Source: an optimization exercise on an open RTL-to-GDS flow (aim: small area). Production flows keep margins and buffers that such runs may drop. Only simulation tests tie the RTL to the original design; equivalence was not proved. The flow treats the clock pin as an ideal source. Dropping or thinning the clock tree relies on that and would not hold on a real chip. Power and IR drop assume default switching activity.

== run 1 ==
// dcf77_clock_top
module dcf77_clock_top(input        clk,       
		       input        key_n,     
		       input        rx,        
		       input  [2:0] sw_disp,   
		       input        sw_fast,   
		       input        sw_sync,   
		       output [6:0] hex0,      
		       output [6:0] hex1,      
		       output [6:0] hex2,      
		       output [6:0] hex3,      
		       output       led_error, 
		       output       led_rx);   
   wire reset;
   wire clk_en_10ms;
   wire dcf77_error;
   wire dcf77_sync;
   logic clock_clk_en;
   logic clock_dcf77_sync;
   wire [58:0] dcf77_data;
   wire [3:0]  year1,year0,month0,day1,day0,hour0,minute0,second0;
   wire        month1;
   wire [1:0]  hour1;
   wire [2:0]  minute1,second1,day_of_week;
   assign led_error=dcf77_error;
   assign led_rx   =rx;
   sync_reset sync_reset(.clk(clk),.key(key_n),.reset(reset));
   clk_en clk_en(.reset(reset),.clk(clk),.clk_en(clk_en_10ms));
   dcf77 dcf77(.reset(reset),.clk(clk),.clk_en(clk_en_10ms),
	       .rx(rx),
	       .data_shift(dcf77_data),
	       .error(dcf77_error),.sync(dcf77_sync));
   clock clock(.reset(reset),.clk(clk),.clk_en(clock_clk_en),
	       .dcf77_sync(clock_dcf77_sync),.dcf77_data(dcf77_data),
	       .year1(year1),.year0(year0),.month1(month1),.month0(month0),
	       .day1(day1),.day0(day0),.hour1(hour1),.hour0(hour0),
	       .minute1(minute1),.minute0(minute0),.second1(second1),.second0(second0),
	       .day_of_week(day_of_week));
   display_decoder display_decoder(.SW(sw_disp),
				   .year1(year1),.year0(year0),.month1(month1),.month0(month0),
				   .day1(day1),.day0(day0),.hour1(hour1),.hour0(hour0),
				   .minute1(minute1),.minute0(minute0),.second1(second1),.second0(second0),
				   .day_of_week(day_of_week),
				   .HEX0(hex0),.HEX1(hex1),.HEX2(hex2),.HEX3(hex3));
  ...
export LEC_CHECK = 0
export ABC_AREA = 1
export CAP_MARGIN = 20
export CORE_MARGIN = 2
export CORE_UTILIZATION = 60
export SLEW_MARGIN = 20
create_clock -name core_clock -period 10.0 [get_ports {clk}]
standard.sh (not shown) runs the stock make flow with config.mk's settings and CLKGATE_MAP_FILE= SYNTH_SCRIPT=/design/flow/synth_recipe.tcl, a recipe that flattens the netlist after the stock synthesis.
==> flow/flow/run.sh <==
#!/bin/bash
# Layout flow: the standard synthesis, then its combinational logic
# re-mapped for area by ABC (the registers, their names and cells are kept as
# the standard synthesis made them), then the standard layout steps with
# buf_1 port buffers and a clock tree made by flow/manual_cts.tcl.
# Each tool's output goes to its own log file in the work folder.
set -euo pipefail
R=orfs/results/sky130hd/dcf77_clock_top/base

bash standard.sh synth > 1_standard_synth.log 2>&1
cp "$R/1_2_yosys.v" standard_synth.v

# re-map, and use the result only if it is proven equivalent
if yosys -c flow/resyn.tcl > 2_resyn.log 2>&1 &&
   yosys -c flow/equiv.tcl > 3_equiv.log 2>&1; then
  # the re-mapped netlist replaces the synthesis result; make rebuilds from it
  cp resyn.v "$R/1_2_yosys.v"
else
  echo "re-mapping not used" > 3_equiv_failed.txt
fi

bash standard.sh finish \
  BUFFER_PORTS_ARGS="-buffer_cell sky130_fd_sc_hd__buf_1" \
  PRE_CTS_TCL="$PWD/flow/manual_cts.tcl" \
  > 4_standard_layout.log 2>&1
==> flow/flow/resyn.abc <==
strash
&get -n
&deepsyn -T 20
&put
dch -f
amap
Other scripts of this flow, unchanged in this note and not shown: flow/flow/conb.v, flow/flow/equiv.tcl, flow/flow/manual_cts.tcl, flow/flow/resyn.tcl
In summary, run 1 completed successfully, with a layout that passed the timing, design-rule and antenna checks.
> inputs changed (run 1 -> run 2)
# run 1
export LEC_CHECK = 0
export ABC_AREA = 1
export CAP_MARGIN = 20
export CORE_MARGIN = 2
export CORE_UTILIZATION = 60
export SLEW_MARGIN = 20
create_clock -name core_clock -period 10.0 [get_ports {clk}]
# run 2
export LEC_CHECK = 0
export ABC_AREA = 1
export CAP_MARGIN = 20
export CORE_MARGIN = 2
export CORE_UTILIZATION = 40
export SLEW_MARGIN = 20
create_clock -name core_clock -period 10.0 [get_ports {clk}]
==> comparison <==
Highest-delay cell along the critical path: nor2_1 -> run 2, a222oi_1 -> run 1. Per the comparison of run 2 with run 1, part of the power in the clock network rose by 0.4 points; net count reported at finish was more or less identical; power density over the cells went down by 0.64%; portion of total power attributed to sequential cells shows a reduction of 0.3 points. Global-route usage delta for run 2 relative to run 1: 7.6 points lower. Run 2 did not stop at any stage, and its layout met the timing, design-rule and antenna checks. Setup slack in run 2 is smaller than in run 1.
Inputs modified between run 2 and run 3:
# run 2
export LEC_CHECK = 0
export ABC_AREA = 1
export CAP_MARGIN = 20
export CORE_MARGIN = 2
export CORE_UTILIZATION = 40
export SLEW_MARGIN = 20
create_clock -name core_clock -period 10.0 [get_ports {clk}]
# run 3
export LEC_CHECK = 0
export ABC_AREA = 1
export CAP_MARGIN = 20
export CORE_MARGIN = 2
export CORE_UTILIZATION = 60
export SLEW_MARGIN = 20
create_clock -name core_clock -period 10.0 [get_ports {clk}]
==> flow/flow/resyn.abc <==
strash
&get -n
&deepsyn -T 120
&put
dch -f
amap
strash
dch -f
amap
### Flow results
The worst hold slack after final layout of run 3 and that of run 2 are within noise of each other.
The final net count of run 3 is lower than that of run 2.
Comparing total wirelength of the detailed-routed design for run 3 and run 2, the smaller number came from run 3.
On fraction of the core area covered by cells at the end of the flow: between run 3 and run 2, it ends up higher for run 3.
For the met3 wire length, run 3 came in 1.3% higher than run 2 did.
No run of this note takes its clock network from TritonCTS; it comes from the design's own scripts or RTL.

what the ideal ports hide:
Ports are ideal in the flow. The routed layouts listed here were re-timed in OpenROAD.
Step 1 (the two cells are an assumption about what drives the block):
set clk [get_ports {clk}]
set_driving_cell -lib_cell sky130_fd_sc_hd__clkbuf_16 $clk
set_driving_cell -lib_cell sky130_fd_sc_hd__buf_2 [delete_from_list [all_inputs] $clk]
Step 2 adds t to the input delays and takes it off the output delays; t is the mean of the earliest and latest rising clock arrival at the registers after step 1. Input paths then give back, and output paths get back, about the clock's delay inside the block.
Slacks: ideal ports / drivers / drivers and shift; pairs: ideal ports / drivers.
run	t, ns	slack for setup (ns)	worst setup path after step 2	latest minus earliest clock arrival (ns)	slew at the worst register clock pin (ns)
run 1	0.373	3.356 / 3.316 / 3.316	input to output	0.013 / 0.012	0.11 / 0.11
run 2	0.383	3.302 / 3.276 / 3.276	input to output	0.019 / 0.019	0.12 / 0.12
run 3	0.370	3.200 / 3.173 / 3.173	input to output	0.013 / 0.013	0.11 / 0.11
After both steps every run listed still meets setup and hold. For run 1, which loses most, drivers alone change the setup slack by -0.040 ns; drivers and shift together by -0.040 ns.
